Background: an optimization exercise with open tools, aiming at small area. Do not read the settings as production practice.
RTL that was checked went through simulation tests only; none was proved equivalent to the original.
Function not checked in runs 6 and 7: the RTL went through the layout flow alone.
Power and IR drop assume default switching activity.

**design/flow/flow/run.sh**
```bash
#!/bin/bash
# Layout flow: the standard flow (standard.sh) with these changes:
#  - synthesis maps with an area-oriented ABC script (flow/abc_area.script:
#    no buffering or upsizing inside ABC) and buffers pass-through wires
#    with buf_1 instead of buf_4; registers are mapped exactly as in the
#    standard synthesis;
#  - port buffers are buf_1;
#  - the clock tree is built from clkbuf_8 without dummy loads.
# Each tool's output goes to its own log file in this folder.
set -euo pipefail
W=$(pwd)
rm -rf "$W/scripts_area"
cp -r "$FLOW_HOME/scripts" "$W/scripts_area"
cp "$W/flow/abc_area.script" "$W/scripts_area/abc_area.script"
bash standard.sh SCRIPTS_DIR="$W/scripts_area" ABC_AREA=1 \
  "MIN_BUF_CELL_AND_PORTS=sky130_fd_sc_hd__buf_1 A X" synth > "$W/synth.log" 2>&1
bash standard.sh "BUFFER_PORTS_ARGS=-buffer_cell sky130_fd_sc_hd__buf_1" \
  "CTS_ARGS=-sink_clustering_enable -repair_clock_nets -buf_list sky130_fd_sc_hd__clkbuf_8 -dont_use_dummy_load -sink_buffer_max_cap_derate 0.05" \
  finish > "$W/layout.log" 2>&1
```
**design/flow/config.mk**
```make
export PLATFORM = sky130hd
export DESIGN_NAME = SYS_CTRL
export DESIGN_NICKNAME = SYS_CTRL
export VERILOG_FILES = /design/flow/design.v
export SDC_FILE = /design/flow/constraint.sdc
export NUM_CORES = 4
export LEC_CHECK = 0
export ABC_AREA = 1
export CAP_MARGIN = 20
export CORE_MARGIN = 2
export CORE_UTILIZATION = 60
export PLACE_DENSITY = 0.75
export SLEW_MARGIN = 20
```
**design/flow/standard.sh**
```bash
#!/bin/bash
# synth_recipe.tcl (not shown) runs the flow's synth.tcl, then flattens the netlist and writes it again
# the make line also repeats each setting of config.mk as NAME=value (left out here)
make -C /OpenROAD-flow-scripts/flow DESIGN_CONFIG=/design/flow/config.mk WORK_HOME=/design/flow/orfs CLKGATE_MAP_FILE= SYNTH_SCRIPT=/design/flow/synth_recipe.tcl "${@:-finish}"
```
**design/flow/flow/abc_area.script**
```
strash
&get -n
&st
&dch
&nf -R 1000 -p -F 8 -A 4
&put
topo
```
**design/flow/constraint.sdc**
```tcl
create_clock -name core_clock -period 40.0 [get_ports {clk}]
set_input_delay 8.0000 -clock core_clock [delete_from_list [all_inputs] [get_ports {clk}]]
set_output_delay 8.0000 -clock core_clock [all_outputs]
set_load 0.01 [all_outputs]
```
**design/flow/design.v**
```verilog
module SYS_CTRL(
input wire clk,
input wire rst_n,
input wire [7:0] rx_data,
input wire rx_valid,
input wire tx_busy,
output wire [7:0] tx_data,
output wire tx_valid,
output wire [7:0] uart_config,
output wire [7:0] div_ratio
);
localparam [3:0] S_CLR = 4'd0, S_IDLE = 4'd1, S_WA = 4'd2, S_WD = 4'd3,
                 S_RA = 4'd4, S_RD = 4'd5, S_CA = 4'd6, S_CB = 4'd7,
                 S_EX = 4'd8, S_SHA = 4'd9, S_SHB = 4'd10, S_FN = 4'd11,
                 S_OF1 = 4'd12, S_OF2 = 4'd13;
reg [3:0] state;
reg [3:0] areg;         
reg       rd;           
reg [6:0] cnt;          
reg       c;            
reg       fl;           
reg       dly;          
reg       pend;         
reg [1:0] ph3;          
reg [1:0] ph4;          
reg [15:0] s;
reg [7:0] r0, r1, r2, r3;
reg [95:0] ring;
wire clr = (state == S_CLR);
wire rxv = rx_valid;
reg [1:0] m3;
always @(*) begin
  case (areg)
    4'd0, 4'd3, 4'd6, 4'd9, 4'd12, 4'd15: m3 = 2'd1;   
    4'd1, 4'd4, 4'd7, 4'd10, 4'd13:       m3 = 2'd0;
    default:                              m3 = 2'd2;
  endcase
end
wire [2:0] p3s = {1'b0, m3} + {1'b0, ph3};
wire [1:0] pos3 = (p3s >= 3'd3) ? p3s - 3'd3 : p3s[1:0];
wire [1:0] pos4 = areg[1:0] + ph4;
wire ring_addr = (areg[3:2] != 2'b00);
wire ip_hit = (pos3 == 2'd2);                   
wire tap_hit = (pos3 == 2'd0) & (pos4 == 2'd0);  
wire wd_now = (state == S_WD) & rxv;
wire wr_ring = ((wd_now & ring_addr) | pend) & ip_hit;
wire [7:0] wbyte = clr ? 8'd0 : (pend ? s[7:0] : rx_data);
wire ins0 = clr | (wr_ring & (pos4 == 2'd3));
wire ins3 = clr | (wr_ring & (pos4 == 2'd2));
wire ins6 = clr | (wr_ring & (pos4 == 2'd1));
wire ins9 = clr | (wr_ring & (pos4 == 2'd0));
always @(posedge clk) begin
  ring[7:0]   <= ins0 ? wbyte : ring[95:88];
  ring[15:8]  <= ring[7:0];
  ring[23:16] <= ring[15:8];
  ring[31:24] <= ins3 ? wbyte : ring[23:16];
  ring[39:32] <= ring[31:24];
  ring[47:40] <= ring[39:32];
  ring[55:48] <= ins6 ? wbyte : ring[47:40];
  ring[63:56] <= ring[55:48];
  ring[71:64] <= ring[63:56];
  ring[79:72] <= ins9 ? wbyte : ring[71:64];
  ring[87:80] <= ring[79:72];
  ring[95:88] <= ring[87:80];
end
always @(posedge clk or negedge rst_n) begin
  if (!rst_n) begin
    ph3 <= 2'd0;
    ph4 <= 2'd0;
    pend <= 1'b0;
  end else begin
    ph3 <= (ph3 == 2'd2) ? 2'd0 : ph3 + 2'd1;
    ph4 <= ph4 + 2'd1;
    if (wd_now & ring_addr & ~ip_hit)
      pend <= 1'b1;
    else if (pend & ip_hit)
      pend <= 1'b0;
  end
end
wire [7:0] rxd = rx_data & {8{~clr}};
always @(posedge clk) begin
  if (clr | (wd_now & (areg == 4'd0)) | ((state == S_CA) & rxv))
    r0 <= rxd;
  if (clr | (wd_now & (areg == 4'd1)) | ((state == S_CB) & rxv))
    r1 <= rxd;
end
always @(posedge clk or negedge rst_n) begin
  if (!rst_n) begin
    r2 <= 8'h21;
    r3 <= 8'h08;
  end else begin
    if (wd_now & (areg == 4'd2)) r2 <= rx_data;
    if (wd_now & (areg == 4'd3)) r3 <= rx_data;
  end
end
assign uart_config = r2;
assign div_ratio = r3;
wire [3:0] k = cnt[3:0];
wire [2:0] j = cnt[6:4];
wire lo = ~k[3];
wire f_add = ~rd & (areg == 4'd0);
wire f_sub = ~rd & (areg == 4'd1);
wire f_mul = ~rd & (areg == 4'd2);
wire f_div = ~rd & (areg == 4'd3);
wire f_cmp = ~rd & ((areg == 4'd10) | (areg == 4'd11) | (areg == 4'd12));
wire f_shr = ~rd & (areg == 4'd13);
wire f_shl = ~rd & (areg == 4'd14);
reg [4:0] off;
always @(*) begin
  if (f_mul)      off = {2'b00, j};
  else if (f_shr) off = 5'h1f;
  else            off = 5'd0;
end
wire [4:0] d = {1'b0, k} - off;
wire vd = (d[4:3] == 2'b00);
wire [2:0] ia = f_div ? ~j : d[2:0];
wire [2:0] ib = f_mul ? j : k[2:0];
wire [7:0] opa = (rd & areg[1]) ? r2 : r0;
wire [7:0] opb = (rd & areg[1]) ? r3 : r1;
wire a_bit = opa[ia];
wire b_bit = opb[ib];
wire av = a_bit & vd;
wire bv = b_bit & lo;
wire bz = (r1 == 8'd0);
wire first = (k == 4'd0);
reg x, y, cinit;
always @(*) begin
  x = av;
  y = f_shl ? av : bv;
  cinit = 1'b0;
  if (f_sub | f_cmp) begin
    y = ~bv;
    cinit = 1'b1;
  end
  if (f_mul) begin
    x = s[0] & (j != 3'd0);
    y = av & b_bit;
  end
  if (f_div) begin
    x = first ? a_bit : (dly & (j != 3'd0));
    y = bv ^ fl;
    cinit = fl;
  end
end
wire ce = first ? cinit : c;
wire sum = x ^ y ^ ce;
wire cout = (x & y) | (x & ce) | (y & ce);
reg sin;
always @(*) begin
  if (rd)
    sin = lo & (areg[0] ? b_bit : a_bit);
  else begin
    case (areg)
      4'd0, 4'd1, 4'd2, 4'd14: sin = sum;
      4'd3:  sin = lo ? sum : ((k == 4'd8) ? (~sum & ~bz) : dly);
      4'd4:  sin = lo & (av & bv);
      4'd5:  sin = lo & (av | bv);
      4'd6:  sin = ~(lo & av & bv);
      4'd7:  sin = ~(lo & (av | bv));
      4'd8:  sin = lo & (av ^ bv);
      4'd9:  sin = ~(lo & (av ^ bv));
      4'd10: sin = (j != 3'd0) & (k == 4'd0) & fl;
      4'd11: sin = (j != 3'd0) & (k == 4'd1) & c & ~fl;
      4'd12: sin = (j != 3'd0) & (k[3:1] == 3'd0) & ~c;
      4'd13: sin = av;
      default: sin = 1'b0;
    endcase
  end
end
wire ex = (state == S_EX);
wire last = (cnt == 7'd127);
always @(posedge clk) begin
  if (ex) begin
    dly <= s[0];
    if (~(f_cmp & (j != 3'd0)))
      c <= cout;
    if (f_div & (k == 4'd8))
      fl <= ~sum;
    if (f_cmp & (j == 3'd0) & lo)
      fl <= fl & ~(av ^ bv);
  end else if (state == S_FN)
    fl <= 1'b1;
end
wire shift = ex | (state == S_SHA) | (state == S_SHB);
wire sbit = ex & sin;
wire ld = (state == S_WD) | (state == S_RD);
wire [7:0] pbus = (state == S_WD) ? rx_data : ring[7:0];
always @(posedge clk) begin
  if (shift)
    s <= {sbit, s[15:1]};
  else if (ld)
    s[7:0] <= pbus;
end
assign tx_data = s[7:0];
assign tx_valid = (state == S_OF1) | (state == S_OF2);
always @(posedge clk) begin
  cnt <= shift ? cnt + 7'd1 : 7'd0;
  if ((state == S_WA | state == S_RA | state == S_FN) & rxv)
    areg <= rx_data[3:0];
  if (state == S_RA)
    rd <= 1'b1;
  else if (state == S_FN)
    rd <= 1'b0;
end
always @(posedge clk or negedge rst_n) begin
  if (!rst_n)
    state <= S_CLR;
  else begin
    case (state)
      S_CLR:  if (ph3 == 2'd2) state <= S_IDLE;
      S_IDLE: if (rxv) begin
                if (rx_data == 8'hAA) state <= S_WA;
                else if (rx_data == 8'hBB) state <= S_RA;
                else if (rx_data == 8'hCC) state <= S_CA;
                else if (rx_data == 8'hDD) state <= S_FN;
              end
      S_WA:   if (rxv) state <= S_WD;
      S_WD:   if (rxv) state <= S_IDLE;
      S_RA:   if (rxv) state <= (rx_data[3:2] == 2'b00) ? S_EX : S_RD;
      S_RD:   if (tap_hit) state <= S_OF1;
      S_CA:   if (rxv) state <= S_CB;
      S_CB:   if (rxv) state <= S_FN;
      S_FN:   if (rxv) state <= S_EX;
      S_EX:   if (last) state <= f_div ? S_SHA : S_OF1;
      S_SHA:  if (cnt[2:0] == 3'd7) state <= S_OF1;
      S_OF1:  if (~tx_busy) state <= rd ? S_IDLE : S_SHB;
      S_SHB:  if (cnt[2:0] == 3'd7) state <= S_OF2;
      S_OF2:  if (~tx_busy) state <= S_IDLE;
      default: state <= S_IDLE;
    endcase
  end
end
endmodule
```
==> summary.txt, run 1 <==
Status
  – Status: complete, no violations

Final layout
  – Nets: 692
  – Fin cells: 800
  – Antenna cells: 0
  – Layout cells sized above 1: 0.0485
  – Synth-to-Final Area Change: 8.49%

Place
  – Dpl hpwl: 10.3 mm
  – Port bufs: 36
  – GPL Wtd Cong: 0.961
  – Setup WS pre-CTS: 29850 ps
  – Placed cells: 783

Worst setup path
  – Flop2flop setup slack: 33980 ps
  – Critical path data arrival time: 9990 ps
  – Critical-path top delay cell: nor2_1
  – R2r worst-path depth: 23
  – Crit-path cells: buf_1 -> and2_0 -> a21oi_1 -> nand2b_1 -> nand2b_1 -> nor2_1 -> nor2_1 -> o21ai_0
  – Reg2reg start: areg[1]$_DFFE_PP_
  – Max incr delay on CP: 740 ps
  – CP required: 40280 ps
  – Setup crit end kind: flip-flop
  – Worst Setup Start Kind: input port
  – Worst Path Max Fanout: 16
  – CP Class: in -> reg
  – RR Endpoint: s[15]$_DFFE_PP_

Yosys
  – Adder-cell share of the synthesized area: 0.0374
  – Post-synthesis cell type count: 52
  – Largest family of logic cells by synthesized area: simple AND/OR/NAND/NOR gates
  – Top FF cell, synth: dfxtp_1
  – Synth Instances: 611
  – Post-synth EDFFs: 39
  – Async SR Flop Fraction: 0.147
  – Mean Syn Cell Area: 10.9 µm²
  – Post-Synth Simple-Gate Area: 0.150
  – Synth Warn #: 1
  – Synth Area in Compound Gates: 0.110
  – Xor/xnor share of the synthesized area: 0.0119
  – #FFs+latches synth: 170
  – Mux cell area share after synthesis: 0.0840
  – Net Count, Synth: 641
  – Mapped Area: 0.00663 mm²
  – Register area share after synthesis: 0.592

STA
  – Final Slew Violations: 0
  – Final worst setup slack: 30280 ps
  – Worst-Margin Slew: 967 ps
  – Fin Clk Skew: 26.1 ps
  – Final min period: 9720 ps
  – Fmax: 103 MHz
  – Setup violations, final: 0
  – Final hold violation count: 0
  – Final period utilization: 0.243
  – RSZ-0062 raised after global routing: false
  – TNS Setup: 0 ps
  – Worst slew margin: 0.353

Global route
  – First-pass GRT wire length: 23.2 mm
  – Largest net degree at the start of global routing: 26
  – Tot GR Track Use: 0.261
  – Gr ovfl total: 0
  – Vias in the first global route: 4620
  – Initial antenna violation count: 0

Clock network
  – CTS Sinks: 170
  – H-tree Lvls: 4
  – Clock Tree Buf Depth: 2
  – Root Driver: clkbuf_8
  – Post-CTS Setup Bufs: 0
  – Worst-Skew Late Latency: 450 ps
  – Clock Pin Slew Worst Setup and Hold Paths: 80 ps
  – CTS Hold Bufs: 0
  – Total CTS buffers: 17
  – CTS tree: built
  – Post_cts resized: 0

Routing
  – Routed length per instance: 18.3 µm
  – Final wirelength: 14.7 mm
  – Drt via density: 6.03
  – Iter 0 DRT Violations: 346
  – DRC Markers: 0
  – Via count: 4825
  – Iteration count of the initial detailed-routing pass: 5
  – Post-DRT Antenna Nets: 0

Run
  – Max-cap check violation count: 0

Die
  – Core area: 0.0108 mm²
  – Die area: 0.0119 mm²
  – Site Rows: 38
  – DIE HEIGHT: 109 µm
  – IO Pins: 37
  – Overall die width: 109 µm
  – Initial Util: 0.614

Power and ir drop
  – Worst IR drop on VDD: 0.0534 mV
  – P_leak: 2.84 nW
  – Power Density: 79.6 mW/mm²

Hold path
  – Worst hold start: ring[56]$_DFF_P_
  – Hold Crit Endpoint: ring[64]$_DFF_P_
  – Worst hold path type: reg -> reg
  – Hold Path Cell Cnt: 0
## flip-flops by register name, summed over array words and instances (netlist names)
register  count
cnt           7
r2            8
r1            8
c             1
pend          1
s            16
r0            8
ph4           2
r3            8
rd            1
areg          4
fl            1
m3            2
ph3           2
ring         96
dly           1
state         4
## synthesized netlist by cell type (2+ instances only)
cell type / count / share of area
a21oi_1: 24 / 0.018
nor3b_1: 2 / 0.0023
xnor2_1: 5 / 0.0066
xor2_1: 4 / 0.0053
or2_0: 2 / 0.0019
mux2i_1: 14 / 0.021
dfstp_2: 3 / 0.012
o221ai_1: 3 / 0.0040
o21ai_0: 55 / 0.042
or3_1: 3 / 0.0028
mux4_2: 4 / 0.014
buf_1: 8 / 0.0045
dfxtp_1: 106 / 0.32
nor2_1: 43 / 0.024
or4_1: 3 / 0.0034
a211oi_1: 2 / 0.0023
a22oi_1: 2 / 0.0023
nand2b_1: 12 / 0.011
o211ai_1: 4 / 0.0045
edfxtp_1: 39 / 0.18
nand3_1: 12 / 0.0091
nor4_1: 2 / 0.0019
and3_1: 3 / 0.0028
a31oi_1: 13 / 0.012
a21o_1: 4 / 0.0045
clkinv_1: 20 / 0.011
a311oi_1: 2 / 0.0026
o311ai_0: 2 / 0.0026
dfrtp_1: 22 / 0.083
nor3_1: 20 / 0.015
o31ai_1: 4 / 0.0045
ha_1: 15 / 0.028
fa_1: 3 / 0.0091
mux2_1: 29 / 0.049
nor2b_1: 13 / 0.012
nand2_1: 93 / 0.053
## cell usage in the layout (no fill, tap or decap), types with 3 or more instances in the layout
cell	Yosys	layout
dfxtp_1	106	106
o21ai_0	55	55
xnor2_1	5	5
mux2i_1	14	14
mux2_1	29	29
nor2_1	43	43
a21oi_1	24	22
clkinv_1	20	20
xor2_1	4	4
fa_1	3	3
nor2b_1	13	13
or3_1	3	3
nand2_1	93	93
clkbuf_8	0	17
dfstp_2	3	3
nor3_1	20	19
dfrtp_1	22	22
a31oi_1	13	13
edfxtp_1	39	39
a21o_1	4	4
o31ai_1	4	4
or4_1	3	3
and3_1	3	3
o211ai_1	4	4
buf_1	8	36
nand2b_1	12	12
o221ai_1	3	3
nand3_1	12	12
ha_1	15	15
buf_4	0	4
mux4_2	4	4
## critical path, delay by kind of cell
kind / cells / cell delay [ps]
AND/OR/NAND/NOR: 5 / 1370
AO/OA/AOI/OAI: 2 / 480
buffers and inverters: 1 / 130
## through the flow
step / cell area [µm²] / power (mW) / hold slack, ps / util
after detailed placement: 6950 / 0.481 / 312 / 0.644
final: 7190 / 0.573 / 316 / 0.667
after global routing: 7190 / 0.610 / 324 / 0.667
after global placement: 6950 / 0.471 / 310 / 0.644
after CTS: 7180 / 0.571 / 320 / 0.665
after floorplan: 6630 / 0.418 / 310 / -
## power by group
| group | internal, mW | total, mW | switching, mW |
|---|---|---|---|
| registers | 0.254 | 0.291 | 0.0371 |
| clock network | 0.0375 | 0.0897 | 0.0522 |
| logic | 0.0689 | 0.192 | 0.124 |
## cell type report
type                            count  area, µm²
Inverter                           20       75.1
Fill cell                         831       3600
Multi-Input combinational cell    413       2620
Tap cell                          140        175
Sequential cell                   170       3920
Clock buffer                       17        234
Timing Repair Buffer               40        165
## how the worst max path moves through the flow
stage                     from                    to  cells after the start
floorplan             rx_valid       ring[7]$_DFF_P_                      7
CTS                   rx_valid       ring[0]$_DFF_P_                      8
global route        rx_data[3]  state[0]$_DFFE_PN0P_                     11
finish                rx_valid      ring[49]$_DFF_P_                      8
detailed placement    rx_valid       ring[7]$_DFF_P_                      8
global placement      rx_valid       ring[7]$_DFF_P_                      8
## metal layers
layer,vias to the layer above,GRT usage,part of all wire
met5,-,0,0
met4,0,0.101,0.026
met3,41,0.0580,0.062
met2,190,0.435,0.49
met1,2330,0.331,0.43
li1,2264,-,-
## kinds of logic after synthesis
logic type                 after synthesis
and+or+nand+nor                        216
DFF                                    170
AOI/OAI and AO/OA                      123
muxes                                   47
buffers and inverters                   28
adders and majority gates               18
xor gates and xnor gates                 9
==> inputs of run 2 (changes only) <==
--- a/design/flow/design.v
+++ b/design/flow/design.v
@@ -30,2 +30,3 @@
 wire rxv = rx_valid;
+wire [7:0] rxd = rx_data & {8{~clr}};
 reg [1:0] m3;
@@ -46,3 +47,3 @@
 wire wr_ring = ((wd_now & ring_addr) | pend) & ip_hit;
-wire [7:0] wbyte = clr ? 8'd0 : (pend ? s[7:0] : rx_data);
+wire [7:0] wbyte = pend ? s[7:0] : rxd;    
 wire ins0 = clr | (wr_ring & (pos4 == 2'd3));
@@ -79,3 +80,2 @@
 end
-wire [7:0] rxd = rx_data & {8{~clr}};
 always @(posedge clk) begin
@@ -100,9 +100,11 @@
 wire lo = ~k[3];
-wire f_add = ~rd & (areg == 4'd0);
-wire f_sub = ~rd & (areg == 4'd1);
-wire f_mul = ~rd & (areg == 4'd2);
-wire f_div = ~rd & (areg == 4'd3);
-wire f_cmp = ~rd & ((areg == 4'd10) | (areg == 4'd11) | (areg == 4'd12));
-wire f_shr = ~rd & (areg == 4'd13);
-wire f_shl = ~rd & (areg == 4'd14);
+wire [3:0] f = areg;
+wire f_sub = ~rd & (f == 4'd1);
+wire f_mul = ~rd & (f == 4'd2);
+wire f_div = ~rd & (f == 4'd3);
+wire f_log = ~rd & (f >= 4'd4) & (f <= 4'd9);
+wire f_cmp = ~rd & ((f == 4'd10) | (f == 4'd11) | (f == 4'd12));
+wire f_shr = ~rd & (f == 4'd13);
+wire f_shl = ~rd & (f == 4'd14);
+wire f_zero = ~rd & (f == 4'd15);
 reg [4:0] off;
@@ -125,22 +127,22 @@
 wire first = (k == 4'd0);
-reg x, y, cinit;
-always @(*) begin
-  x = av;
-  y = f_shl ? av : bv;
-  cinit = 1'b0;
-  if (f_sub | f_cmp) begin
-    y = ~bv;
-    cinit = 1'b1;
-  end
-  if (f_mul) begin
-    x = s[0] & (j != 3'd0);
-    y = av & b_bit;
-  end
-  if (f_div) begin
-    x = first ? a_bit : (dly & (j != 3'd0));
-    y = bv ^ fl;
-    cinit = fl;
-  end
-end
-wire ce = first ? cinit : c;
+reg x, y, cinit, cforce, cval, selc, inv;
+always @(*) begin
+  x = av; y = bv; cinit = 1'b0; cforce = 1'b0; cval = 1'b0; selc = 1'b0; inv = 1'b0;
+  if (rd) begin
+    x = areg[0] ? bv : av; y = 1'b0; cforce = 1'b1;
+  end
+  if (f_sub | f_cmp) begin y = ~bv; cinit = 1'b1; end
+  if (f_shl) y = av;
+  if (f_shr | f_zero) begin y = 1'b0; cforce = 1'b1; end
+  if (f_zero) x = 1'b0;
+  if (f_log) begin
+    cforce = 1'b1;
+    cval = f[0];                  
+    selc = ~f[3];                 
+    inv = f[2] & f[1];            
+  end
+  if (f_mul) begin x = s[0] & (j != 3'd0); y = av & b_bit; end
+  if (f_div) begin x = first ? a_bit : (dly & (j != 3'd0)); y = bv ^ fl; cinit = fl; end
+end
+wire ce = cforce ? cval : (first ? cinit : c);
 wire sum = x ^ y ^ ce;
@@ -149,21 +151,9 @@
 always @(*) begin
-  if (rd)
-    sin = lo & (areg[0] ? b_bit : a_bit);
-  else begin
-    case (areg)
-      4'd0, 4'd1, 4'd2, 4'd14: sin = sum;
-      4'd3:  sin = lo ? sum : ((k == 4'd8) ? (~sum & ~bz) : dly);
-      4'd4:  sin = lo & (av & bv);
-      4'd5:  sin = lo & (av | bv);
-      4'd6:  sin = ~(lo & av & bv);
-      4'd7:  sin = ~(lo & (av | bv));
-      4'd8:  sin = lo & (av ^ bv);
-      4'd9:  sin = ~(lo & (av ^ bv));
-      4'd10: sin = (j != 3'd0) & (k == 4'd0) & fl;
-      4'd11: sin = (j != 3'd0) & (k == 4'd1) & c & ~fl;
-      4'd12: sin = (j != 3'd0) & (k[3:1] == 3'd0) & ~c;
-      4'd13: sin = av;
-      default: sin = 1'b0;
-    endcase
-  end
+  if (f_div)
+    sin = lo ? sum : ((k == 4'd8) ? (~sum & ~bz) : dly);
+  else if (f_cmp & (j != 3'd0))
+    sin = (k == 4'd0) ? ((f[1:0] == 2'd2) & fl | f[2] & ~c) :
+          (k == 4'd1) ? ((f[1:0] == 2'd3) & c & ~fl | f[2] & ~c) : 1'b0;
+  else
+    sin = (selc ? cout : sum) ^ inv;
 end
--- a/design/flow/flow/run.sh
+++ b/design/flow/flow/run.sh
@@ -17,3 +17,3 @@
 bash standard.sh "BUFFER_PORTS_ARGS=-buffer_cell sky130_fd_sc_hd__buf_1" \
-  "CTS_ARGS=-sink_clustering_enable -repair_clock_nets -buf_list sky130_fd_sc_hd__clkbuf_8 -dont_use_dummy_load -sink_buffer_max_cap_derate 0.05" \
+  "CTS_ARGS=-repair_clock_nets -buf_list sky130_fd_sc_hd__clkbuf_16 -dont_use_dummy_load" \
   finish > "$W/layout.log" 2>&1
--- a/design/flow/config.mk
+++ b/design/flow/config.mk
@@ -10,4 +10,3 @@
 export CORE_MARGIN = 2
-export CORE_UTILIZATION = 60
-export PLACE_DENSITY = 0.75
+export CORE_UTILIZATION = 40
 export SLEW_MARGIN = 20
==> run 2 against run 1 <==
Compared with the run above:
- synthesized cell count shrank 4.3%
- clock power grew 45%
- setup slack gained 160 ps
- combinational power is essentially flat
- highest routed layer unchanged
- count of clock-buffer cells in the layout is the same
- sequential share of layout area shrank 1.4 points
- register-to-register slack gained 40 ps
- non-clock buffer count grew 6
- largest cell class unchanged
- worst hold slack gained 0.82 ps
- synthesized area shrank 2.0%
==> summary.txt, run 2 <==
Yosys
  – Synth Instances: 585
  – Post-Synth Simple-Gate Area: 0.129
  – Mux cell area share after synthesis: 0.0786
  – Count leader, synth: dfxtp_1
  – Synth area leader: dfxtp_1
  – Register area share after synthesis: 0.604
  – Synth area leaders: dfxtp_1, edfxtp_1, dfrtp_1
  – Post-synth EDFFs: 39
  – Post-synthesis cell type count: 47
  – Xor/xnor share of the synthesized area: 0.0162
  – Commonest cells in the netlist: dfxtp_1, nand2_1, o21ai_0
  – Top FF cell, synth: dfxtp_1
  – Mapped Area: 0.00650 mm²
  – Adder-cell share of the synthesized area: 0.0343
  – Post-synth top area share: 0.327
  – Async SR Flop Fraction: 0.147
  – Synth Area in Compound Gates: 0.123
  – Net Count, Synth: 613
  – Synth Warn #: 1
  – Mean Syn Cell Area: 11.1 µm²
  – Largest family of logic cells by synthesized area: simple AND/OR/NAND/NOR gates
  – #FFs+latches synth: 170

Die
  – Site Rows: 46
  – Initial Util: 0.409
  – Core area: 0.0159 mm²
  – Die area: 0.0173 mm²
  – IO Pins: 37
  – Overall die width: 131 µm
  – DIE HEIGHT: 131 µm

Hold path
  – Hold Path Cell Cnt: 0
  – Hold Crit Endpoint: ring[38]$_DFF_P_
  – Worst hold path type: reg -> reg
  – Worst hold start: ring[30]$_DFF_P_

STA
  – Fmax: 105 MHz
  – Final min period: 9560 ps
  – Final hold violation count: 0
  – Setup violations, final: 0
  – RSZ-0062 raised after global routing: false
  – TNS Setup: 0 ps
  – Worst slew margin: 0.434
  – Worst hold margin: 317 ps
  – Final period utilization: 0.239
  – Worst-Margin Slew: 841 ps
  – Final Slew Violations: 0
  – Fin Clk Skew: 20.4 ps

Routing
  – Routed length per instance: 18.0 µm
  – Final wirelength: 15.4 mm
  – Post-DRT Antenna Nets: 0
  – DRC Markers: 0
  – Iteration count of the initial detailed-routing pass: 6
  – Via count: 4530
  – Drt via density: 5.29
  – Iter 0 DRT Violations: 324

Final layout
  – Largest Register: ring
  – Nets: 670
  – Synth-to-Final Area Change: 13.7%
  – Utilization after layout: 0.465
  – Finished Cell Area: 0.00738 mm²
  – Most frequent cells in the layout: dfxtp_1, nand2_1, o21ai_0
  – FF+latch area: 0.00392 mm²
  – Layout cells sized above 1: 0.0516
  – Fillers: 1513
  – Multi-input logic area: 0.00249 mm²
  – Biggest regs: ring (96), s (16)
  – Antenna cells: 0
  – Commonest non-fill, non-tap cell in the layout: dfxtp_1
  – Max FFs per register: 96

Power and ir drop
  – Worst IR drop on VDD: 0.0364 mV
  – P_leak: 2.92 nW
  – Power Density: 82.8 mW/mm²
  – Total Power: 0.611 mW

Global route
  – Gr ovfl total: 0
  – First-pass GRT wire length: 24.9 mm
  – Largest net degree at the start of global routing: 26
  – Initial antenna violation count: 0
  – Tot GR Track Use: 0.185
  – Vias in the first global route: 4580

Worst setup path
  – CP bufs+invs: 1
  – Setup crit end kind: flip-flop
  – Critical path data arrival time: 9850 ps
  – Max incr delay on CP: 570 ps
  – Worst Setup Start Kind: input port
  – Critical path's top delay family: simple AND/OR/NAND/NOR gates
  – Flop2flop setup slack: 34020 ps
  – R2r worst-path depth: 20
  – CP required: 40290 ps
  – RR Endpoint: s[15]$_DFFE_PP_
  – Worst Path Max Fanout: 9
  – Crit-path cells: buf_1 -> nor3_1 -> nand3_1 -> nor2_1 -> nor2_1 -> nand2_1 -> o21ai_0 -> mux2_1
  – Most used cell along the critical path: nor2_1
  – Reg2reg start: areg[1]$_DFFE_PP_
  – Critical-path top delay cell: o21ai_0
  – CP Class: in -> reg

Place
  – Dpl hpwl: 11.1 mm
  – GPL Wtd Cong: 0.893
  – Port bufs: 36
  – Placed Area: 0.00696 mm²

Clock network
  – CTS Sinks: 170
  – Root Driver: clkbuf_16
  – Worst-Skew Late Latency: 410 ps
  – Total CTS buffers: 17
  – CTS Hold Bufs: 0
  – Clock Pin Slew Worst Setup and Hold Paths: 60 ps
  – H-tree Lvls: 4
  – Post-CTS Setup Bufs: 0
  – Clock Tree Buf Depth: 2
  – CTS tree: built
  – Post_cts resized: 0

Status
  – Status: complete, no violations

Run
  – Max-cap check violation count: 0
==> run 2: kinds of logic after synthesis <==
family / after synthesis
buffers and inverters: 26
adders and majority gates: 16
and+or+nand+nor: 178
muxes: 47
xor gates and xnor gates: 12
AOI/OAI and AO/OA: 136
DFF: 170
==> run 2: power breakdown <==
part	leakage [nW]	internal [mW]	total, mW	switching [mW]
clock	0.209	0.0737	0.130	0.0565
sequential	1.57	0.253	0.291	0.0374
combinational	1.14	0.0704	0.190	0.120
total	2.92	0.397	0.611	0.214
==> run 2: how the worst max path moves through the flow <==
stage,from,end,slack [ps],cells past startpoint
2_1_floorplan,rx_valid,m3[0]$_DFF_P_,30580,7
3_3_place_gp,rx_data[2],state[2]$_DFFE_PN0P_,30090,8
3_5_place_dp,rx_data[2],state[2]$_DFFE_PN0P_,30000,8
4_1_cts,rx_data[2],state[2]$_DFFE_PN0P_,30420,8
5_1_grt,rx_data[2],state[2]$_DFFE_PN0P_,30190,8
6_report,rx_data[2],state[2]$_DFFE_PN0P_,30440,8
==> run 2: area by class of cell <==
| cell class | instances | share of cell area |
|---|---|---|
| clock buffers | 17 | 0.0576 |
| inverters | 18 | 0.00915 |
| multi-input cells | 389 | 0.337 |
| flip-flops and latches | 170 | 0.531 |
| well taps | 216 | 0.0366 |
| repair buffers | 46 | 0.0285 |
==> run 2: routing by layer <==
layer | share of wire | vias to the layer above | global-route usage
met3 | 0.032 | 18 | 0.0428
met4 | 0.019 | 0 | 0.0592
met1 | 0.47 | 2212 | 0.244
met5 | 0 | - | 0
li1 | - | 2208 | -
met2 | 0.48 | 92 | 0.301
==> run 2: stage by stage <==
stage / setup slack (ps) / std cells
floorplan: 30580 / 585
global placement: 30090 / 839
detailed placement: 30000 / 839
CTS: 30420 / 856
global route: 30190 / 856
finish: 30440 / 856
==> inputs of run 3 (changes only) <==
--- a/design/flow/flow/run.sh
+++ b/design/flow/flow/run.sh
@@ -17,3 +17,3 @@
 bash standard.sh "BUFFER_PORTS_ARGS=-buffer_cell sky130_fd_sc_hd__buf_1" \
-  "CTS_ARGS=-repair_clock_nets -buf_list sky130_fd_sc_hd__clkbuf_16 -dont_use_dummy_load" \
+  "CTS_ARGS=-sink_clustering_enable -repair_clock_nets -buf_list sky130_fd_sc_hd__clkbuf_8 -dont_use_dummy_load" \
   finish > "$W/layout.log" 2>&1
==> run 3 against run 2 <==
Compared with the run above:
- still clean
- register-to-register slack got worse by 40 ps
- design area decreased by 2.6%
- flip-flop and latch count unchanged
- non-clock buffer count unchanged
- synthesized cell count unchanged
- die area unchanged
- cell count unchanged
- setup slack improved by 7.3 ps
- clock skew increased by 12 ps
- power decreased by 6.8%
- first-iteration DRC count decreased by 6.8%
- utilization decreased by 1.2 points
- largest cell class unchanged
- highest routed layer unchanged
==> summary.txt, run 3 <==
Status
  – Status: complete, no violations

Clock network
  – CTS tree: built
  – Post-CTS Setup Bufs: 0
  – Post_cts resized: 0
  – Worst-Skew Late Latency: 440 ps
  – Clock Pin Slew Worst Setup and Hold Paths: 80 ps
  – CTS Sinks: 170
  – CTS Hold Bufs: 0
  – Total CTS buffers: 17
  – H-tree Lvls: 4
  – Clock Tree Buf Depth: 2
  – Root Driver: clkbuf_8

Die
  – Overall die width: 131 µm
  – Die area: 0.0173 mm²
  – DIE HEIGHT: 131 µm
  – Initial Util: 0.409
  – Core area: 0.0159 mm²
  – IO Pins: 37
  – Site Rows: 46

Routing
  – Drt via density: 5.33
  – Iter 0 DRT Violations: 302
  – DRC Markers: 0
  – Iteration count of the initial detailed-routing pass: 5
  – Via count: 4559
  – Routed length per instance: 17.8 µm
  – Final wirelength: 15.2 mm
  – Post-DRT Antenna Nets: 0

Power and ir drop
  – Total Power: 0.570 mW
  – P_leak: 2.83 nW
  – Worst IR drop on VDD: 0.0406 mV
  – Power Density: 79.2 mW/mm²

Global route
  – Vias in the first global route: 4592
  – Largest net degree at the start of global routing: 26
  – Gr ovfl total: 0
  – Tot GR Track Use: 0.185
  – Initial antenna violation count: 0
  – First-pass GRT wire length: 24.9 mm

STA
  – Setup violations, final: 0
  – Fmax: 105 MHz
  – TNS Setup: 0 ps
  – Worst slew margin: 0.433
  – Fin Clk Skew: 32.7 ps
  – Final min period: 9550 ps
  – Final Slew Violations: 0
  – Final period utilization: 0.239
  – Final hold violation count: 0
  – RSZ-0062 raised after global routing: false
  – Worst-Margin Slew: 841 ps

Run
  – Max-cap check violation count: 0

Final layout
  – Finished Cell Area: 0.00719 mm²
  – Utilization after layout: 0.453
  – Max FFs per register: 96
  – Layout cells sized above 1: 0.0516
  – Fillers: 1532
  – Commonest non-fill, non-tap cell in the layout: dfxtp_1
  – Most frequent cells in the layout: dfxtp_1, nand2_1, o21ai_0
  – Biggest regs: ring (96), s (16)
  – Largest Register: ring
  – Nets: 670
  – Antenna cells: 0
  – Synth-to-Final Area Change: 10.7%

Yosys
  – Mapped Area: 0.00650 mm²
  – Top FF cell, synth: dfxtp_1
  – Async SR Flop Fraction: 0.147
  – Synth area leader: dfxtp_1
  – Net Count, Synth: 613
  – #FFs+latches synth: 170
  – Post-synth EDFFs: 39
  – Post-synth top area share: 0.327
  – Post-synthesis cell type count: 47
  – Synth Warn #: 1
  – Commonest cells in the netlist: dfxtp_1, nand2_1, o21ai_0
  – Register area share after synthesis: 0.604
  – Synth Instances: 585
  – Count leader, synth: dfxtp_1
  – Synth area leaders: dfxtp_1, edfxtp_1, dfrtp_1
  – Mean Syn Cell Area: 11.1 µm²

Worst setup path
  – Setup crit end kind: flip-flop
  – CP required: 40310 ps
  – Critical path data arrival time: 9860 ps
  – Worst Setup Start Kind: input port
  – CP Class: in -> reg
  – Worst Path Max Fanout: 9

Place
  – Dpl hpwl: 11.1 mm
  – Port bufs: 36
  – Placed Area: 0.00696 mm²
  – GPL Wtd Cong: 0.893

Hold path
  – Worst hold path type: reg -> reg
[run 3: kinds of logic after synthesis]
kind of cell	Yosys count	share of synthesized area
and+or+nand+nor	178	0.129
DFF	170	0.604
AOI/OAI and AO/OA	136	0.123
muxes	47	0.0786
buffers and inverters	26	0.0150
adders and majority gates	16	0.0343
xor gates and xnor gates	12	0.0162
[run 3: critical path, stage by stage]
cell	delay, ps
buf_1	320
nor3_1	120
nand3_1	130
nor2_1	70
nor2_1	130
nand2_1	120
o21ai_0	580
mux2_1	380
[run 3: layout make-up]
type / instances / area (µm²) / area share
Multi-Input combinational cell: 389 / 2490 / 0.346
Timing Repair Buffer: 46 / 210 / 0.0292
Clock buffer: 17 / 234 / 0.0325
Tap cell: 216 / 270 / 0.0376
Inverter: 18 / 67.6 / 0.00939
Sequential cell: 170 / 3920 / 0.545
[run 3: stage by stage]
step / instances / setup slack [ps] / hold WS [ps]
floorplan: 585 / 30580 / 310
global placement: 839 / 30090 / 310
detailed placement: 839 / 30000 / 312
CTS: 856 / 30460 / 315
global route: 856 / 30230 / 325
finish: 856 / 30450 / 314
[run 3: report_power, final]
part | internal (mW) | leakage (nW) | total [mW] | switching, mW
Sequential | 0.253 | 1.57 | 0.290 | 0.0374
Clock | 0.0376 | 0.122 | 0.0893 | 0.0517
Combinational | 0.0704 | 1.14 | 0.190 | 0.120
[run 3: routing by layer]
| metal | global-route usage | vias up | wire [µm] |
|---|---|---|---|
| met5 | 0 | - | 0 |
| met4 | 0.0707 | 0 | 349 |
| met3 | 0.0417 | 24 | 665 |
| met2 | 0.296 | 115 | 7210 |
| met1 | 0.245 | 2211 | 7030 |
| li1 | - | 2209 | - |
[run 3: final timing paths]
kind | startpoint | endpoint | slack [ps] | cells after the start
worst max-delay path | rx_data[2] | state[2]$_DFFE_PN0P_ | 30450 | 8
worst min register to register | ring[30]$_DFF_P_ | ring[38]$_DFF_P_ | 310 | 0
min in group asynchronous | rst_n | ph4[0]$_DFF_PN0_ | 7540 | 2
worst max register to register | areg[1]$_DFFE_PP_ | s[15]$_DFFE_PP_ | 33980 | 20
max in group asynchronous | rst_n | r2[5]$_DFFE_PN1P_ | 32120 | 2
worst min-delay path | ring[30]$_DFF_P_ | ring[38]$_DFF_P_ | 310 | 0
==> inputs of run 4 (changes only) <==
--- a/design/flow/design.v
+++ b/design/flow/design.v
@@ -170,6 +170,7 @@
       fl <= fl & ~(av ^ bv);
-  end else if (state == S_FN)
+  end else
     fl <= 1'b1;
 end
-wire shift = ex | (state == S_SHA) | (state == S_SHB);
+wire of1_go = (state == S_OF1) & ~tx_busy & ~rd;
+wire shift = ex | (state == S_SHA) | (state == S_SHB) | of1_go;
 wire sbit = ex & sin;
@@ -178,4 +179,5 @@
 always @(posedge clk) begin
+  s[15:8] <= {sbit, s[15:9]};
   if (shift)
-    s <= {sbit, s[15:1]};
+    s[7:0] <= s[8:1];
   else if (ld)
@@ -216,2 +218,3 @@
       S_OF1:  if (~tx_busy) state <= rd ? S_IDLE : S_SHB;
+              else if (~rd) state <= S_EX;
       S_SHB:  if (cnt[2:0] == 3'd7) state <= S_OF2;
--- a/design/flow/flow/run.sh
+++ b/design/flow/flow/run.sh
@@ -15,3 +15,3 @@
 bash standard.sh SCRIPTS_DIR="$W/scripts_area" ABC_AREA=1 \
-  "MIN_BUF_CELL_AND_PORTS=sky130_fd_sc_hd__buf_1 A X" synth > "$W/synth.log" 2>&1
+  SYNTH_INSBUF=0 synth > "$W/synth.log" 2>&1
 bash standard.sh "BUFFER_PORTS_ARGS=-buffer_cell sky130_fd_sc_hd__buf_1" \
==> run 4 against run 3 <==
Compared with the run above:
- still clean on timing, DRC and antenna
- clock skew shrank 8.9 ps
- utilization is essentially flat
- power grew 0.51%
- synthesized area shrank 1.2%
- critical path depth shrank 4
- setup slack gained 42 ps
- clock power shrank 1%
- first-iteration DRC count shrank 9.9%
- highest routed layer unchanged
==> summary.txt, run 4 <==
Clock network
  – Clock Pin Slew Worst Setup and Hold Paths: 70 ps
  – CTS tree: built
  – Post-CTS Setup Bufs: 0
  – CTS Sinks: 170
  – H-tree Lvls: 4
  – Clock Tree Buf Depth: 2
  – CTS Hold Bufs: 0
  – Post_cts resized: 0
  – Worst-Skew Late Latency: 440 ps
  – Root Driver: clkbuf_8
  – Total CTS buffers: 17

Die
  – Initial Util: 0.407
  – IO Pins: 37
  – DIE HEIGHT: 131 µm
  – Overall die width: 131 µm
  – Die area: 0.0171 mm²
  – Core area: 0.0158 mm²
  – Site Rows: 46

Place
  – Setup WS pre-CTS: 30090 ps
  – Dpl hpwl: 11.2 mm
  – GPL Wtd Cong: 0.860
  – Port bufs: 36

Run
  – Max-cap check violation count: 0

Global route
  – Vias in the first global route: 4495
  – Tot GR Track Use: 0.190
  – Met1 GRT Util: 0.245
  – Gr ovfl total: 0
  – Met3 GRT Util: 0.0362
  – Largest net degree at the start of global routing: 26
  – Top Usage Layer GRT: met2
  – Grt met2 use: 0.318
  – Initial antenna violation count: 0
  – First-pass GRT wire length: 23.9 mm

STA
  – Final worst setup slack: 30490 ps
  – Worst-Margin Slew: 1070 ps
  – Worst hold margin: 322 ps
  – Setup violations, final: 0
  – Final Slew Violations: 0
  – RSZ-0062 raised after global routing: false
  – Fin Clk Skew: 23.9 ps
  – Final period utilization: 0.238
  – TNS Setup: 0 ps
  – Final min period: 9510 ps
  – Worst slew margin: 0.287
  – Final hold violation count: 0
  – Fmax: 105 MHz

Yosys
  – Synth area leaders: dfxtp_1, edfxtp_1, dfrtp_1
  – Synth Instances: 586
  – #FFs+latches synth: 170
  – Post-synthesis cell type count: 46
  – Synth area leader: dfxtp_1
  – Net Count, Synth: 614
  – Mapped Area: 0.00642 mm²
  – Post-synth EDFFs: 30
  – Post-synth top area share: 0.359
  – Mean Syn Cell Area: 11.0 µm²
  – Commonest cells in the netlist: dfxtp_1, nand2_1, o21ai_0
  – Count leader, synth: dfxtp_1
  – Register area share after synthesis: 0.597
  – Async SR Flop Fraction: 0.147
  – Top FF cell, synth: dfxtp_1
  – Synth Warn #: 1

Worst setup path
  – Crit-path cells: buf_1 -> nor3_1 -> a21oi_2 -> nand3b_1
  – Setup crit end kind: flip-flop
  – Max incr delay on CP: 810 ps
  – Critical path data arrival time: 9560 ps
  – CP Class: in -> reg
  – Worst Path Max Fanout: 24
  – RR Endpoint: s[15]$_DFF_P_
  – Flop2flop setup slack: 33610 ps
  – R2r worst-path depth: 25
  – Reg2reg start: areg[0]$_DFFE_PP_
  – Critical-path top delay cell: a21oi_2
  – CP required: 40050 ps
  – Worst Setup Start Kind: input port

Final layout
  – Antenna cells: 0
  – Fillers: 1527
  – Nets: 676
  – Most frequent cells in the layout: dfxtp_1, nand2_1, o21ai_0
  – Synth-to-Final Area Change: 11.2%
  – Largest Register: ring
  – Biggest regs: ring (96), s (16)
  – Commonest non-fill, non-tap cell in the layout: dfxtp_1
  – Max FFs per register: 96
  – Layout cells sized above 1: 0.0526

Hold path
  – Hold Crit Endpoint: s[10]$_DFF_P_
  – Hold Path Cell Cnt: 0
  – Worst hold path type: reg -> reg
  – Worst hold start: s[11]$_DFF_P_

Routing
  – DRC Markers: 0
  – Drt via density: 5.32
  – Routed length per instance: 17.6 µm
  – Via count: 4586
  – Final wirelength: 15.2 mm
  – Iteration count of the initial detailed-routing pass: 5
  – Post-DRT Antenna Nets: 0
  – Iter 0 DRT Violations: 272

Power and ir drop
  – P_leak: 2.81 nW
  – Power Density: 80.2 mW/mm²
  – Worst IR drop on VDD: 0.0431 mV

Status
  – Status: complete, no violations
==> run 4: power breakdown <==
part | leakage (nW) | switching, mW | internal (mW) | total (mW)
clock network | 0.122 | 0.0507 | 0.0376 | 0.0883
registers | 1.56 | 0.0384 | 0.249 | 0.287
logic | 1.13 | 0.123 | 0.0738 | 0.197
==> run 4: cells by family (layout without fill, tap and decap cells) <==
family          count (synthesis)  in the layout  synth area share
simple gates                  186            186             0.133
fa+ha+maj                      16             16            0.0347
mux                            54             54            0.0900
xor+xnor                       14             14            0.0191
compound gates                127            127             0.115
flops                         170            170             0.597
buf+inv                        19             79            0.0111
==> run 4: metrics by stage <==
step	cell area, µm²	cells	utilization	power [mW]
after floorplan	6420	586	-	0.416
after global placement	6890	845	0.437	0.481
after detailed placement	6900	845	0.437	0.486
after CTS	7130	862	0.452	0.576
after global routing	7140	862	0.453	0.616
final	7140	862	0.453	0.573
==> run 4: how the worst max path moves through the flow <==
stage	endpoint	depth (start not counted)	slack, ps	from
2_1_floorplan	s[0]$_DFFE_PP_	3	30240	tx_busy
3_3_place_gp	ring[31]$_DFF_P_	5	30080	rx_valid
3_5_place_dp	s[6]$_DFFE_PP_	4	30090	tx_busy
4_1_cts	s[7]$_DFFE_PP_	4	30540	tx_busy
5_1_grt	state[3]$_DFFE_PN0P_	9	30250	rx_data[2]
6_report	s[7]$_DFFE_PP_	4	30490	tx_busy
==> run 4: cell type report <==
cell class | instances | area (µm²) | area share
clock buffers | 17 | 234 | 0.0328
inverters | 19 | 71.3 | 0.00999
multi-input cells | 397 | 2540 | 0.356
flip-flops and latches | 170 | 3830 | 0.537
well taps | 216 | 270 | 0.0378
repair buffers | 43 | 188 | 0.0263
==> run 4: critical path, delay by kind of cell <==
| family | cells | cell delay, ps |
|---|---|---|
| AOI/OAI and AO/OA | 1 | 810 |
| buffers and inverters | 1 | 150 |
| and+or+nand+nor | 2 | 580 |
==> run 4: per-layer routing <==
metal | routed length, µm | vias up
met1 | 7010 | 2225
met3 | 568 | 21
met4 | 302 | 0
met2 | 7300 | 123
li1 | - | 2217
met5 | 0 | -
==> inputs of run 5 (changes only) <==
--- a/design/flow/flow/run.sh
+++ b/design/flow/flow/run.sh
@@ -15,3 +15,3 @@
 bash standard.sh SCRIPTS_DIR="$W/scripts_area" ABC_AREA=1 \
-  SYNTH_INSBUF=0 synth > "$W/synth.log" 2>&1
+  "MIN_BUF_CELL_AND_PORTS=sky130_fd_sc_hd__buf_1 A X" synth > "$W/synth.log" 2>&1
 bash standard.sh "BUFFER_PORTS_ARGS=-buffer_cell sky130_fd_sc_hd__buf_1" \
==> run 5 against run 4 <==
Compared with the run above:
- synthesized area increased by 0.47%
- critical endpoint is now s[1]$_DFFE_PP_
- worst hold slack got worse by 4.6 ps
- critical path depth unchanged
- combinational power about the same
- design area about the same
- count of clock-buffer cells in the layout unchanged
- via count increased by 0.26%
- power increased by 0.38%
- global-route usage increased by 0.38 points
- non-clock buffer count increased by 2
==> summary.txt, run 5 <==
Final layout
  – Nets: 678
  – Antenna cells: 0
  – Layout cells sized above 1: 0.0509
  – Commonest non-fill, non-tap cell in the layout: dfxtp_1
  – Synth-to-Final Area Change: 10.7%
  – Largest Register: ring
  – Most frequent cells in the layout: dfxtp_1, nand2_1, o21ai_0
  – Max FFs per register: 96
  – Biggest regs: ring (96), s (16)
  – Fin cells: 864

Yosys
  – Synth area leaders: dfxtp_1, edfxtp_1, dfrtp_1
  – Post-synth EDFFs: 30
  – Register area share after synthesis: 0.594
  – Synth Instances: 594
  – Synth area leader: dfxtp_1
  – Net Count, Synth: 622
  – Count leader, synth: dfxtp_1
  – Top FF cell, synth: dfxtp_1
  – Async SR Flop Fraction: 0.147
  – Post-synthesis cell type count: 47
  – Mean Syn Cell Area: 10.9 µm²
  – #FFs+latches synth: 170
  – Post-synth top area share: 0.357
  – Mapped Area: 0.00645 mm²
  – Synth Warn #: 1
  – Commonest cells in the netlist: dfxtp_1, nand2_1, o21ai_0

Clock network
  – Total CTS buffers: 17
  – CTS Hold Bufs: 0
  – Post-CTS Setup Bufs: 0
  – H-tree Lvls: 4
  – Worst-Skew Late Latency: 450 ps
  – Clock Pin Slew Worst Setup and Hold Paths: 90 ps
  – CTS Sinks: 170
  – Post_cts resized: 0
  – Root Driver: clkbuf_8
  – CTS tree: built
  – Clock Tree Buf Depth: 2

Global route
  – Initial antenna violation count: 0
  – Top Usage Layer GRT: met2
  – Gr ovfl total: 0
  – Met1 GRT Util: 0.252
  – Met3 GRT Util: 0.0476
  – Grt met2 use: 0.319
  – Largest net degree at the start of global routing: 26
  – First-pass GRT wire length: 24.5 mm
  – Vias in the first global route: 4480
  – Tot GR Track Use: 0.193

Die
  – Overall die width: 131 µm
  – Die area: 0.0172 mm²
  – Site Rows: 46
  – Initial Util: 0.408
  – DIE HEIGHT: 131 µm
  – Core area: 0.0158 mm²
  – IO Pins: 37

Worst setup path
  – CP required: 40040 ps
  – Setup crit end kind: flip-flop
  – CP Class: in -> reg
  – Worst Path Max Fanout: 24
  – Critical path data arrival time: 9630 ps
  – Worst Setup Start Kind: input port

STA
  – Worst slew margin: 0.263
  – Fin Clk Skew: 34.1 ps
  – RSZ-0062 raised after global routing: false
  – Worst-Margin Slew: 1100 ps
  – Final min period: 9590 ps
  – Setup violations, final: 0
  – TNS Setup: 0 ps
  – Final hold violation count: 0
  – Final period utilization: 0.240
  – Fmax: 104 MHz
  – Final Slew Violations: 0

Run
  – Max-cap check violation count: 0

Routing
  – Via count: 4598
  – DRC Markers: 0
  – Final wirelength: 15.6 mm
  – Post-DRT Antenna Nets: 0
  – Iter 0 DRT Violations: 328
  – Drt via density: 5.32
  – Routed length per instance: 18.1 µm
  – Iteration count of the initial detailed-routing pass: 4

Hold path
  – Worst hold path type: reg -> reg

Place
  – Placed cells: 847
  – Port bufs: 36
  – GPL Wtd Cong: 0.880
  – Dpl hpwl: 11.5 mm

Power and ir drop
  – Power Density: 80.5 mW/mm²
  – P_leak: 2.81 nW
  – Total Power: 0.575 mW
  – Worst IR drop on VDD: 0.0431 mV

Status
  – Status: complete, no violations
-- run 5: layer usage --
metal / vias up / share of wire / routed length, µm
met5: - / 0 / 0
met4: 0 / 0.013 / 210
met3: 17 / 0.043 / 670
met2: 107 / 0.48 / 7530
met1: 2261 / 0.46 / 7210
li1: 2213 / - / -
-- run 5: critical path: stages --
cell and delay [ps]:
buf_1 160, nor3_1 110, a21oi_2 840, nand3b_1 500
-- run 5: path summary, 6_finish.rpt --
kind | startpoint | endpoint | slack [ps] | depth (start not counted)
setup / recovery | tx_busy | s[1]$_DFFE_PP_ | 30410 | 4
hold / removal | ring[79]$_DFF_P_ | ring[87]$_DFF_P_ | 320 | 0
setup reg to reg | areg[0]$_DFFE_PP_ | s[15]$_DFF_P_ | 33640 | 25
hold reg to reg | ring[79]$_DFF_P_ | ring[87]$_DFF_P_ | 320 | 0
max in group asynchronous | rst_n | r3[3]$_DFFE_PN1P_ | 32100 | 2
min in group asynchronous | rst_n | ph3[0]$_DFF_PN0_ | 7570 | 2
-- run 5: stage by stage --
step,setup slack (ps),area [µm²],util,hold slack [ps]
after floorplan,30240,6450,-,310
after detailed placement,30020,6910,0.436,312
after global placement,30120,6910,0.436,311
final,30410,7140,0.451,317
after CTS,30460,7140,0.451,319
after global routing,30340,7140,0.451,324
-- run 5: report_power, final --
part | internal (mW) | switching, mW
clock | 0.0376 | 0.0513
sequential | 0.249 | 0.0388
combinational | 0.0746 | 0.124
total | 0.361 | 0.214
-- run 5: cell families (layout without fill, tap and decap cells) --
logic type / Yosys count / in the layout / share of synthesized area
fa+ha+maj: 16 / 16 / 0.0345
flops: 170 / 170 / 0.594
simple gates: 186 / 186 / 0.132
mux: 54 / 54 / 0.0896
xor+xnor: 14 / 14 / 0.0190
compound gates: 127 / 127 / 0.114
buf+inv: 27 / 81 / 0.0157
-- run 5: area by class of cell --
type / count / area, µm²
Timing Repair Buffer: 45 / 203
Fill cell: 1537 / 8690
Sequential cell: 170 / 3830
Clock buffer: 17 / 234
Multi-Input combinational cell: 397 / 2530
Tap cell: 216 / 270
Inverter: 19 / 71.3
==> inputs of run 6 (changes only) <==
--- a/design/flow/design.v
+++ b/design/flow/design.v
@@ -119,4 +119,4 @@
 wire [2:0] ib = f_mul ? j : k[2:0];
-wire [7:0] opa = (rd & areg[1]) ? r2 : r0;
-wire [7:0] opb = (rd & areg[1]) ? r3 : r1;
+wire [7:0] opa = r0;
+wire [7:0] opb = r1;
 wire a_bit = opa[ia];
@@ -177,3 +177,3 @@
 wire ld = (state == S_WD) | (state == S_RD);
-wire [7:0] pbus = (state == S_WD) ? rx_data : ring[7:0];
+wire [7:0] pbus = (state == S_WD) ? rx_data : ring_addr ? ring[7:0] : areg[0] ? r3 : r2;
 always @(posedge clk) begin
@@ -210,4 +210,4 @@
       S_WD:   if (rxv) state <= S_IDLE;
-      S_RA:   if (rxv) state <= (rx_data[3:2] == 2'b00) ? S_EX : S_RD;
-      S_RD:   if (tap_hit) state <= S_OF1;
+      S_RA:   if (rxv) state <= (rx_data[3:1] == 3'b000) ? S_EX : S_RD;
+      S_RD:   if (tap_hit | ~ring_addr) state <= S_OF1;
       S_CA:   if (rxv) state <= S_CB;
==> run 6 against run 5 <==
Compared with the run above:
- die area rose by 0.22%
- worst hold slack improved by 0.82 ps
- cell count rose by 2.5%
- register-to-register slack improved by 550 ps
- critical path type unchanged
- critical endpoint is now state[2]$_DFFE_PN0P_
- highest routed layer unchanged
==> summary.txt, run 6 <==
Routing
  – DRC Markers: 0
  – Iter 0 DRT Violations: 422
  – Via count: 4753
  – Final wirelength: 15.4 mm
  – Routed length per instance: 17.4 µm
  – Post-DRT Antenna Nets: 0
  – Iteration count of the initial detailed-routing pass: 5
  – Drt via density: 5.36

STA
  – Final period utilization: 0.244
  – Fin Clk Skew: 22.8 ps
  – TNS Setup: 0 ps
  – Final hold violation count: 0
  – Setup violations, final: 0
  – Fmax: 102 MHz
  – Worst slew margin: 0.355
  – Worst-Margin Slew: 958 ps
  – Worst hold margin: 318 ps
  – Final min period: 9760 ps
  – Final Slew Violations: 0
  – RSZ-0062 raised after global routing: false

Yosys
  – Synth Instances: 614
  – Commonest cells in the netlist: dfxtp_1, nand2_1, o21ai_0
  – Net Count, Synth: 642
  – Post-synthesis cell type count: 47
  – Synth area leader: dfxtp_1
  – Post-synth EDFFs: 30
  – Async SR Flop Fraction: 0.147
  – Mean Syn Cell Area: 10.5 µm²
  – Synth area leaders: dfxtp_1, edfxtp_1, dfrtp_1
  – #FFs+latches synth: 170
  – Post-synth top area share: 0.356
  – Count leader, synth: dfxtp_1
  – Mapped Area: 0.00646 mm²
  – Synth Warn #: 1
  – Top FF cell, synth: dfxtp_1
  – Register area share after synthesis: 0.593

Die
  – Die area: 0.0172 mm²
  – DIE HEIGHT: 131 µm
  – Site Rows: 46
  – Overall die width: 131 µm
  – Core area: 0.0158 mm²
  – IO Pins: 37
  – Initial Util: 0.408

Global route
  – Initial antenna violation count: 0
  – Gr ovfl total: 0
  – Vias in the first global route: 4761
  – First-pass GRT wire length: 24.8 mm
  – Largest net degree at the start of global routing: 28
  – Tot GR Track Use: 0.184

Final layout
  – Max FFs per register: 96
  – Commonest non-fill, non-tap cell in the layout: dfxtp_1
  – Finished Cell Area: 0.00717 mm²
  – Antenna cells: 0
  – Multi-input logic area: 0.00253 mm²
  – Fillers: 1530
  – Layout cells sized above 1: 0.0507
  – Largest Register: ring
  – Most frequent cells in the layout: dfxtp_1, nand2_1, o21ai_0
  – Biggest regs: ring (96), s (16)
  – Nets: 700
  – Synth-to-Final Area Change: 11.0%
  – FF+latch area: 0.00383 mm²

Clock network
  – H-tree Lvls: 4
  – CTS Sinks: 170
  – Post_cts resized: 0
  – Worst-Skew Late Latency: 440 ps
  – CTS Hold Bufs: 0
  – Post-CTS Setup Bufs: 0
  – Clock Pin Slew Worst Setup and Hold Paths: 90 ps
  – CTS tree: built
  – Total CTS buffers: 17
  – Clock Tree Buf Depth: 2
  – Root Driver: clkbuf_8

Power and ir drop
  – Sequential Power Share: 0.505
  – P_leak: 2.76 nW
  – Sw frac: 0.370
  – NetSw: 0.209 mW
  – Internal: 0.357 mW
  – Clk pwr share: 0.157
  – Total Power: 0.566 mW
  – Worst IR drop on VDD: 0.0342 mV
  – Comb power frac: 0.338
  – Power Density: 78.9 mW/mm²

Hold path
  – Worst hold path type: reg -> reg

Worst setup path
  – CP Launch Point: rx_data[3]
  – CP Class: in -> reg
  – Max incr delay on CP: 500 ps
  – Setup crit end kind: flip-flop
  – CP required: 40310 ps
  – Worst Setup Start Kind: input port
  – Critical path data arrival time: 10070 ps
  – Flop2flop setup slack: 34190 ps
  – R2r worst-path depth: 19
  – Crit path to: state[2]$_DFFE_PN0P_
  – Most used cell along the critical path: nand3_1
  – Crit-path cells: buf_1 -> nand3_1 -> or4_1 -> nand3_1 -> nand2b_1 -> o21ai_0 -> a31oi_1 -> mux2_1
  – Worst Path Max Fanout: 9
  – RR Endpoint: s[15]$_DFF_P_
  – Reg2reg start: areg[1]$_DFFE_PP_
  – Critical-path top delay cell: or4_1

Place
  – Placed Area: 0.00694 mm²
  – GPL Wtd Cong: 0.888
  – Port bufs: 36
  – Dpl hpwl: 11.1 mm

Run
  – Max-cap check violation count: 0

Status
  – Status: complete, no violations
run 6: changes by cell type after synthesis, sizes merged, moves of 4 or more:
cell,previous run,this run
a31oi,8,17
clkinv,19,23
o21ai,56,64
a21oi,34,23
nand2b,7,15
nand2,64,85
mux2i,33,20
o211ai,5,10
nor2,48,37
run 6: worst min path at each step:
stage / start / end / cells after the start
finish: ring[51]$_DFF_P_ / ring[59]$_DFF_P_ / 0
CTS: ring[13]$_DFF_P_ / ring[21]$_DFF_P_ / 0
global placement: ring[24]$_DFF_P_ / ring[32]$_DFF_P_ / 0
global route: ring[77]$_DFF_P_ / ring[85]$_DFF_P_ / 0
detailed placement: ring[84]$_DFF_P_ / ring[92]$_DFF_P_ / 0
floorplan: ring[8]$_DFF_P_ / ring[16]$_DFF_P_ / 0
run 6: final cells by class:
cell class | count | share of cell area
Sequential cell | 170 | 0.534
Multi-Input combinational cell | 413 | 0.353
Tap cell | 216 | 0.0377
Clock buffer | 17 | 0.0326
Timing Repair Buffer | 47 | 0.0304
Inverter | 23 | 0.0120
run 6: routing by layer:
layer / vias up / GRT usage / share of wire
met4: 0 / 0.0483 / 0.013
li1: 2285 / - / -
met3: 20 / 0.0440 / 0.054
met5: - / 0 / 0
met1: 2291 / 0.245 / 0.47
met2: 157 / 0.303 / 0.47
run 6: power by group through the flow:
stage	clock network, mW	logic [mW]	registers [mW]
floorplan	0	0.134	0.275
global placement	0	0.185	0.287
detailed placement	0	0.190	0.289
CTS	0.0913	0.191	0.286
global route	0.0979	0.216	0.293
finish	0.0887	0.191	0.286
run 6: logic make-up after synthesis:
group,count (synthesis),share of synthesized area
mux,38,0.0623
xor+xnor,12,0.0163
simple gates,210,0.152
fa+ha+maj,16,0.0345
compound gates,137,0.124
buf+inv,31,0.0180
flops,170,0.593
run 6: worst max-delay path, delay by kind of cell:
family / cells / cell delay (ps)
compound gates: 2 / 490
simple gates: 4 / 900
mux: 1 / 370
buf+inv: 1 / 300
run 6: through the flow:
stage / worst slack, ps / util / cells
global placement: 29900 / 0.438 / 869
detailed placement: 29830 / 0.438 / 869
global route: 30120 / 0.453 / 886
CTS: 30270 / 0.453 / 886
finish: 30240 / 0.453 / 886
floorplan: 30260 / - / 614
==> inputs of run 7 (changes only) <==
--- a/design/flow/design.v
+++ b/design/flow/design.v
@@ -11,6 +11,3 @@
 );
-localparam [3:0] S_CLR = 4'd0, S_IDLE = 4'd1, S_WA = 4'd2, S_WD = 4'd3,
-                 S_RA = 4'd4, S_RD = 4'd5, S_CA = 4'd6, S_CB = 4'd7,
-                 S_EX = 4'd8, S_SHA = 4'd9, S_SHB = 4'd10, S_FN = 4'd11,
-                 S_OF1 = 4'd12, S_OF2 = 4'd13;
+localparam [3:0] S_CLR = 4'd5, S_IDLE = 4'd8, S_WA = 4'd11, S_WD = 4'd15, S_RA = 4'd6, S_RD = 4'd7, S_CA = 4'd2, S_CB = 4'd9, S_EX = 4'd0, S_SHA = 4'd3, S_SHB = 4'd1, S_FN = 4'd10, S_OF1 = 4'd12, S_OF2 = 4'd4;
 reg [3:0] state;
@@ -119,4 +116,4 @@
 wire [2:0] ib = f_mul ? j : k[2:0];
-wire [7:0] opa = r0;
-wire [7:0] opb = r1;
+wire [7:0] opa = (rd & areg[1]) ? r2 : r0;
+wire [7:0] opb = (rd & areg[1]) ? r3 : r1;
 wire a_bit = opa[ia];
@@ -177,3 +174,3 @@
 wire ld = (state == S_WD) | (state == S_RD);
-wire [7:0] pbus = (state == S_WD) ? rx_data : ring_addr ? ring[7:0] : areg[0] ? r3 : r2;
+wire [7:0] pbus = (state == S_WD) ? rx_data : ring[7:0];
 always @(posedge clk) begin
@@ -210,4 +207,4 @@
       S_WD:   if (rxv) state <= S_IDLE;
-      S_RA:   if (rxv) state <= (rx_data[3:1] == 3'b000) ? S_EX : S_RD;
-      S_RD:   if (tap_hit | ~ring_addr) state <= S_OF1;
+      S_RA:   if (rxv) state <= (rx_data[3:2] == 2'b00) ? S_EX : S_RD;
+      S_RD:   if (tap_hit) state <= S_OF1;
       S_CA:   if (rxv) state <= S_CB;
==> run 7 against run 6 <==
Compared with the run above:
- maximum frequency is 1.2% higher
- count of clock-buffer cells in the layout stayed put
- wire length is 0.23% lower
- via count is 5.3% lower
- global-route usage is 0.43 points higher
==> summary.txt, run 7 <==
Yosys
  – Net Count, Synth: 613
  – Count leader, synth: dfxtp_1
  – Synth area leaders: dfxtp_1, edfxtp_1, dfrtp_1
  – Post-synthesis cell type count: 46
  – Synth Instances: 585
  – Mapped Area: 0.00644 mm²
  – Register area share after synthesis: 0.595
  – Post-synth top area share: 0.357
  – Top FF cell, synth: dfxtp_1
  – #FFs+latches synth: 170
  – Mean Syn Cell Area: 11.0 µm²
  – Synth area leader: dfxtp_1

Final layout
  – Layout cells sized above 1: 0.0563
  – Antenna cells: 0
  – Largest Register: ring
  – Commonest non-fill, non-tap cell in the layout: dfxtp_1
  – Synth-to-Final Area Change: 10.9%
  – Fillers: 1458
  – Nets: 669
  – Most frequent cells in the layout: dfxtp_1, nand2_1, o21ai_0

Power and ir drop
  – NetSw: 0.165 mW
  – Power Density: 66.7 mW/mm²
  – Sequential Power Share: 0.501
  – Clk pwr share: 0.186
  – Internal: 0.312 mW

Routing
  – DRC Markers: 0
  – Iteration count of the initial detailed-routing pass: 5
  – Drt via density: 5.26
  – Final wirelength: 15.3 mm
  – Routed length per instance: 17.9 µm
  – Post-DRT Antenna Nets: 0
  – Via count: 4500

STA
  – Setup violations, final: 0
  – Fmax: 104 MHz
  – Worst-Margin Slew: 926 ps
  – Final period utilization: 0.241
  – Worst slew margin: 0.376
  – Fin Clk Skew: 27.1 ps
  – Final min period: 9640 ps
  – Final worst setup slack: 30360 ps
  – RSZ-0062 raised after global routing: false

Place
  – Setup WS pre-CTS: 29980 ps
  – Port bufs: 36
  – GPL Wtd Cong: 0.875
  – Placed Area: 0.00689 mm²

Global route
  – Initial antenna violation count: 0
  – Gr ovfl total: 0
  – Largest net degree at the start of global routing: 26
  – First-pass GRT wire length: 23.8 mm
  – Vias in the first global route: 4313
  – Tot GR Track Use: 0.188

Die
  – Die area: 0.0171 mm²
  – Initial Util: 0.407
  – IO Pins: 37
  – Core area: 0.0158 mm²

Status
  – Status: complete, no violations

Clock network
  – Total CTS buffers: 17
  – Clock Tree Buf Depth: 2
  – Clock Pin Slew Worst Setup and Hold Paths: 80 ps
  – CTS Hold Bufs: 0
  – Post-CTS Setup Bufs: 0
  – Worst-Skew Late Latency: 450 ps
  – Post_cts resized: 0

Worst setup path
  – Setup crit end kind: output pin
  – R2r worst-path depth: 22
  – RR Endpoint: s[15]$_DFF_P_
  – Worst Path Max Fanout: 12
  – CP Class: reg -> out

Hold path
  – Hold Crit Endpoint: ring[86]$_DFF_P_
  – Worst hold start: ring[78]$_DFF_P_
  – Hold Path Cell Cnt: 0
## run 7: changes by cell type after synthesis, moves of 5 or more
cell	previous run	this run
a31oi_1	17	7
o211ai_1	10	5
nand2_1	85	64
nor3_1	16	9
nand2b_1	15	9
a21oi_1	23	34
o21ai_0	64	55
mux2i_1	20	31
## run 7: cell type report
class | instances | area [µm²] | area share
clock buffer | 17 | 234 | 0.0328
inverter | 21 | 78.8 | 0.0110
multi-input combinational | 386 | 2520 | 0.353
sequential | 170 | 3830 | 0.537
tap | 216 | 270 | 0.0378
timing repair buffer | 45 | 203 | 0.0284
## run 7: kinds of logic after synthesis
kind of cell,share of synthesized area
simple gates,0.126
flops,0.595
compound gates,0.112
mux,0.0936
buf+inv,0.0169
xor+xnor,0.0218
fa+ha+maj,0.0346
## run 7: worst max path at each step
stage                    startpoint             end  slack, ps
2_1_floorplan               tx_busy  s[0]$_DFFE_PP_      30140
3_3_place_gp                tx_busy  s[4]$_DFFE_PP_      30020
3_5_place_dp                tx_busy  s[6]$_DFFE_PP_      29980
4_1_cts        state[1]$_DFFE_PN0P_        tx_valid      30370
5_1_grt        state[1]$_DFFE_PN0P_        tx_valid      30240
6_report       state[1]$_DFFE_PN0P_        tx_valid      30360
## run 7: power by group through the flow
stage | logic [mW] | clock network [mW] | registers [mW]
2_1_floorplan | 0.109 | 0 | 0.234
3_3_place_gp | 0.145 | 0 | 0.241
6_report | 0.149 | 0.0888 | 0.239
4_1_cts | 0.148 | 0.0914 | 0.238
3_5_place_dp | 0.147 | 0 | 0.242
5_1_grt | 0.166 | 0.0981 | 0.242
## run 7: worst max-delay path: stages (launching register included)
cell and delay [ps]:
dfrtp_1 530, nor2_1 300, and2_0 200, buf_1 160
## run 7: routing by layer
| layer | GRT usage | share of wire | wire length [µm] |
|---|---|---|---|
| met1 | 0.248 | 0.45 | 6980 |
| met2 | 0.308 | 0.48 | 7400 |
| met3 | 0.0485 | 0.050 | 768 |
| met4 | 0.0557 | 0.013 | 199 |
| met5 | 0 | 0 | 0 |
## run 7: per-stage QoR
step | util | hold slack [ps] | total power [mW] | instances
floorplan | - | 310 | 0.343 | 585
global placement | 0.436 | 309 | 0.386 | 838
detailed placement | 0.436 | 312 | 0.388 | 838
CTS | 0.450 | 311 | 0.478 | 855
global route | 0.451 | 322 | 0.506 | 855
finish | 0.451 | 314 | 0.476 | 855
